Context: an optimization exercise on an open-source flow, tuned for small area, a short achievable clock period and few clock cycles per item. The choices shown serve that exercise and are no tape-out recipe. RTL that was checked went through simulation tests only; none was proved equivalent to the original.

==> inputs of job 2888 <==
==> flow/design.v (excerpt) <==
module dnn_relu_fix12
     (input     logic                       clk,
      input     logic                       rst,
      input     logic                       start,
      input     logic                       reset,
      input     logic   signed      [11:0]  mem_data,
      output    logic   unsigned    [15:0]  mem_addr,
      output    logic                       done,
      output    logic               [119:0] out);
clock: 14.0 ns
lec_check: 0
cap_margin: 20
core_margin: 2
core_utilization: 60
slew_margin: 20
standard.sh (not shown) runs the stock make flow with config.mk's settings and CLKGATE_MAP_FILE= SYNTH_SCRIPT=/design/flow/synth_recipe.tcl, a recipe that flattens the netlist after the stock synthesis.
==> flow/flow/run.sh <==
#!/bin/bash
set -euo pipefail
export BUFFER_PORTS_ARGS="-buffer_cell sky130_fd_sc_hd__buf_2"
bash standard.sh finish > flow_make.log 2>&1
==> job 5220: changes against job 2888 <==
--- a/flow/config.mk
+++ b/flow/config.mk
@@ -9,3 +9,5 @@
 export CORE_MARGIN = 2
 export CORE_UTILIZATION = 60
+export CTS_CLUSTER_DIAMETER = 100
+export CTS_CLUSTER_SIZE = 24
 export SLEW_MARGIN = 20
==> comparison table <==
quantity	job 2888	job 5220
Drt via density	5.31	5.35
Share of final layout cell area taken by non-clock buffers	2.95%	3.08%
Utilization after layout	69.0%	66.0%
Clock slew at reported path FFs	60 ps	90 ps
Clock buffer count from CTS	57	29
Status	finished clean	finished clean
Slew Limit Headroom	25.0%	26.9%
Worst Slack Setup Final	9960 ps	9970 ps
Initial antenna violation count	3	4
Transition time at the pin with the least slew margin	1120 ps	1090 ps
Via count of the first global-routing pass	13900	13400
End of the worst register-to-register path	m_a[13]$_DFF_P_	m_a[12]$_DFF_P_
No run of this note included a check of the RTL's function; only the layout flow was run.

==> willow <==
dnn_relu_fix12, a different RTL version from the one above (not shown whole).
export LEC_CHECK = 0
export CAP_MARGIN = 20
export CORE_MARGIN = 2
export CORE_UTILIZATION = 40
export SLEW_MARGIN = 20
create_clock -name core_clock -period 14.0 [get_ports {clk}]
Scripts as last shown in full above: flow/flow/run.sh
==> garnet (differences from willow) <==
--- a/flow/design.v
+++ b/flow/design.v
@@ -562,14 +562,20 @@
     localparam logic [2:0] M_IDLE  = 3'd0,
                            M_L1A   = 3'd1,
                            M_L1W   = 3'd2,
                            M_BIAS  = 3'd3,
                            M_L2    = 3'd4,
                            M_FLUSH = 3'd5,
                            M_DONE  = 3'd6;
+    function automatic logic signed [11:0] f_mul(input logic signed [11:0] a,
+                                                 input logic signed [11:0] b);
+        logic signed [23:0] p;
+        p = a * b;
+        f_mul = p[22:11];
+    endfunction
     function automatic logic signed [11:0] f_add(input logic signed [11:0] a,
                                                  input logic signed [11:0] b);
         logic signed [12:0] s;
         s = a + b;
         if (s < -13'sd2047)     f_add = -12'sd2047;
         else if (s > 13'sd2047) f_add = 12'sd2047;
         else                    f_add = s[11:0];
@@ -589,20 +595,19 @@
     logic [13:0] wrow;      
     logic [4:0]  wcnt;      
     logic [4:0]  ph;        
     logic [4:0]  jn;        
     logic        clr;       
     logic [3:0]  kcnt;      
     logic [15:0] addr_q;
-    logic        start_q, reset_q;
-    logic        wv_d, wv_m, wv_p;             
-    logic        bv_d;                         
-    logic        l2v_d, l2v_m, l2v_p;          
-    logic        l2f_d, l2f_m, l2f_p;          
-    logic        fin_d, fin_m, fin_p, fin_a;   
+    logic        wv_d, wv_p;           
+    logic        bv_d;                 
+    logic        l2v_d, l2v_p;         
+    logic        l2f_d, l2f_p;         
+    logic        fin_d, fin_p, fin_a;  
     logic signed [11:0] d_q;     
     logic signed [11:0] na;      
     logic signed [11:0] cur_a;   
     logic signed [11:0] p_q;     
     logic signed [11:0] acc2;
     logic [24:0][11:0]  ring;
     logic [9:0][11:0]   ob;
@@ -612,76 +617,65 @@
     wire [4:0]  ph_inc = (ph == 5'd24) ? 5'd0 : ph + 5'd1;
     wire [4:0]  jn_inc = (jn == 5'd24) ? 5'd0 : jn + 5'd1;
     wire [15:0] waddr  = {2'b00, wrow} + {11'd0, jn};
     always_ff @(posedge clk or posedge rst) begin : CTRL
         if (rst) begin
             mode  <= M_IDLE;
             done  <= 1'b0;
-            start_q <= 1'b0;
-            reset_q <= 1'b0;
             wv_d  <= 1'b0;
-            wv_m  <= 1'b0;
             wv_p  <= 1'b0;
             bv_d  <= 1'b0;
             l2v_d <= 1'b0;
-            l2v_m <= 1'b0;
             l2v_p <= 1'b0;
             l2f_d <= 1'b0;
-            l2f_m <= 1'b0;
             l2f_p <= 1'b0;
             fin_d <= 1'b0;
-            fin_m <= 1'b0;
             fin_p <= 1'b0;
             fin_a <= 1'b0;
         end else begin
-            start_q <= start;
-            reset_q <= reset;
-            if (reset) done <= 1'b0;
             wv_d  <= (mode == M_L1W);
-            wv_m  <= wv_d;
-            wv_p  <= wv_m;
+            wv_p  <= wv_d;
             bv_d  <= (mode == M_BIAS) && (wcnt < 5'd10);
             l2v_d <= (mode == M_L2);
-            l2v_m <= l2v_d;
-            l2v_p <= l2v_m;
+            l2v_p <= l2v_d;
             l2f_d <= (mode == M_L2) && (ph == 5'd0);
-            l2f_m <= l2f_d;
-            l2f_p <= l2f_m;
+            l2f_p <= l2f_d;
             fin_d <= (mode == M_L2) && (ph == 5'd24) && (kcnt == 4'd9);
-            fin_m <= fin_d;
-            fin_p <= fin_m;
+            fin_p <= fin_d;
             fin_a <= fin_p;
             case (mode)
-                M_IDLE:  if (start_q) mode <= M_L1A;
+                M_IDLE:  if (start) mode <= M_L1A;
                 M_L1A:   if (pend) mode <= M_L1W;
                          else if (n == 9'd401) mode <= M_BIAS;
                 M_L1W:   if (wcnt == 5'd24) mode <= (n == 9'd401) ? M_BIAS : M_L1A;
                 M_BIAS:  if (wcnt >= 5'd9 && ph == 5'd24) mode <= M_L2;
                 M_L2:    if (ph == 5'd24 && kcnt == 4'd9) mode <= M_FLUSH;
                 M_FLUSH: if (fin_a) begin
                              mode <= M_DONE;
                              done <= 1'b1;
                          end
-                M_DONE:  if (reset_q) mode <= M_IDLE;
+                M_DONE:  if (reset) begin
+                             mode <= M_IDLE;
+                             done <= 1'b0;
+                         end
                 default: mode <= M_IDLE;
             endcase
         end
     end
     always_ff @(posedge clk) begin : CNT
-        addr_q <= addr_q + 16'd1;
         ph <= ph_inc;
         jn <= jn_inc;
         if (ph == 5'd24) clr <= 1'b0;
         case (mode)
             M_IDLE: begin
                 n      <= 9'd0;
                 wrow   <= 14'd376;
                 addr_q <= 16'd0;
                 ph     <= 5'd0;
-                jn     <= 5'd4;
+                jn     <= 5'd3;
                 clr    <= 1'b1;
             end
             M_L1A: begin
                 wcnt <= 5'd0;
                 if (pend) begin
                     addr_q <= waddr;
                 end else if (n == 9'd401) begin
@@ -707,48 +701,37 @@
                     addr_q <= waddr;
                 end
             end
             M_BIAS: begin
                 kcnt <= 4'd0;
                 if (wcnt < 5'd10) wcnt <= wcnt + 5'd1;
                 if (wcnt >= 5'd9 && ph == 5'd24) addr_q <= BASE_W2 + 16'd10;
+                else if (wcnt < 5'd9) addr_q <= addr_q + 16'd1;
             end
             M_L2: begin
                 if (ph == 5'd24) begin
                     kcnt   <= kcnt + 4'd1;
                     addr_q <= addr_q - 16'd239;
                 end else begin
                     addr_q <= addr_q + 16'd10;
                 end
             end
             default: ;
         endcase
     end
-    wire signed [4:0]  w_0 = {1'b0, d_q[3:0]};
-    wire signed [4:0]  w_1 = {1'b0, d_q[7:4]};
-    wire signed [3:0]  w_2 = d_q[11:8];
-    wire signed [15:0] pm_0 = cur_a * w_0;
-    wire signed [15:0] pm_1 = cur_a * w_1;
-    wire signed [15:0] pm_2 = cur_a * w_2;
-    logic signed [11:0] m_0;
-    logic signed [15:0] m_1;
-    logic signed [14:0] m_2;
-    wire signed [18:0] m_sum = {{7{m_0[11]}}, m_0} + {{3{m_1[15]}}, m_1} + {m_2, 4'b0};
+    wire signed [11:0] prod = f_mul(cur_a, d_q);
     wire signed [11:0] head = ring[0];
     wire signed [11:0] ring_in = f_add(clr ? 12'sd0 : head, wv_p ? p_q : 12'sd0);
     wire signed [11:0] acc2_in = f_add(l2f_p ? ob[0] : acc2, p_q);
     always_ff @(posedge clk) begin : DP
         d_q <= mem_data;
         if (mode == M_L1A) na <= mem_data;
         if (mode == M_L1A && pend) cur_a <= na;
         else if (mode == M_L2) cur_a <= f_hid(head);
-        m_0  <= pm_0[15:4];
-        m_1  <= pm_1;
-        m_2  <= pm_2[14:0];
-        p_q  <= m_sum[18:7];
+        p_q <= prod;
         ring[23:0] <= ring[24:1];
         ring[24]   <= ring_in;
         if (l2v_p) acc2 <= acc2_in;
         if (bv_d) begin
             ob[8:0] <= ob[9:1];
             ob[9]   <= {d_q[11], d_q[11:1]};
         end else if ((l2v_p && l2f_p) || fin_a) begin
==> flow/run.sh (new file) <==
#!/bin/bash
# synth_recipe.tcl (not shown) runs the flow's synth.tcl, then flattens the netlist and writes it again
# the make line also repeats each setting of config.mk as NAME=value (left out here)
make -C /OpenROAD-flow-scripts/flow DESIGN_CONFIG=/design/flow/config.mk WORK_HOME=/design/flow/orfs CLKGATE_MAP_FILE= SYNTH_SCRIPT=/design/flow/synth_recipe.tcl finish
removed: flow/flow/run.sh
removed: flow/standard.sh
==> results.txt <==
Cell area: willow is larger than garnet (about 4.6%).
First-iteration DRC count: garnet is higher than willow (about 17%).
Die area: garnet is lower than willow (about 7%).
willow ran to the end with no violations. garnet ran to the end with no violations.
Of garnet and willow, garnet has the higher clock skew (gap 21 ps).
In willow the cell count is higher than in garnet, by about 8%.
Against garnet, the fmax of willow is higher by 35%.
Between garnet and willow, the lower register-to-register slack is in garnet (gap 1500 ps).
Of willow and garnet, willow has the higher worst hold slack (gap 8.6 ps).
Against garnet, the worst setup slack of willow is better by 1500 ps.
==> figures <==
Outcome: willow no timing/DRC/antenna violations; garnet no timing/DRC/antenna violations
GPL Wtd Cong: willow 0.863; garnet 0.842
Global routing met3 resource utilization: willow 3.04%; garnet 3.14%
Reg2Reg Launch Point: willow d_q[10]; garnet d_q[11]
Final area over synthesized area: willow 1.152x; garnet 1.181x
Number of cell rows: willow 90; garnet 87
Fraction of layout cells with a size suffix above 1: willow 13.6%; garnet 6.15%
Drt pass-1 iters: willow 5; garnet 7
Post-layout nets: willow 2,446; garnet 2,248
Total global-route track usage: willow 16.0%; garnet 16.2%
Mux contribution to synthesized area: willow 0.638%; garnet 0.591%
Slowest Stage Delay on Critical Path: willow 620 ps; garnet 550 ps
Number of sequential cells: willow 602; garnet 553
Share of the synthesized area in the top cell type: willow 32.1%; garnet 29.3%
Share of cell area taken by multi-input logic gates: willow 34.3%; garnet 32.4%
Number of standard cells after synthesis: willow 2,035; garnet 1,852
Met2 usage in global routing: willow 26.4%; garnet 25.6%
Multi-input gate area: willow 9690 µm²; garnet 8740 µm²
Worst hold slack: willow 312 ps; garnet 304 ps
Clock sink total: willow 602; garnet 553
Testbench counts of willow, summed over its fixed seeds: cycles 146,986, items 48.
Testbench counts of garnet, summed over its fixed seeds: cycles 146,890, items 48.

port drivers added, routing unchanged:
How much do the figures lean on ideal ports? The routed layouts below were timed once more, with nothing changed but the port constraints. Step 1 sets driving cells, clkbuf_16 on the clock port and buf_2 on the other inputs (assumed; they add their load-dependent delay and slew). Step 2 moves the port delays by t, midway between the first and last clock arrival at a register: inputs arrive t later, outputs are due t later. That takes back most of the time a late clock gives input paths. Three values: no drivers, after step 1, after step 2; two values: the first two.
run	t, ns	setup slack, ns	worst setup path at the end	pins driven straight from the clock port
job 2888	0.660	9.963 / 9.908 / 10.365	register to register	1
job 5220	0.656	9.971 / 9.914 / 10.413	register to register	1
willow	0.678	9.603 / 9.603 / 9.603	register to register	1
garnet	0.653	8.086 / 8.086 / 8.086	register to register	1
After both steps every run listed still meets setup and hold.
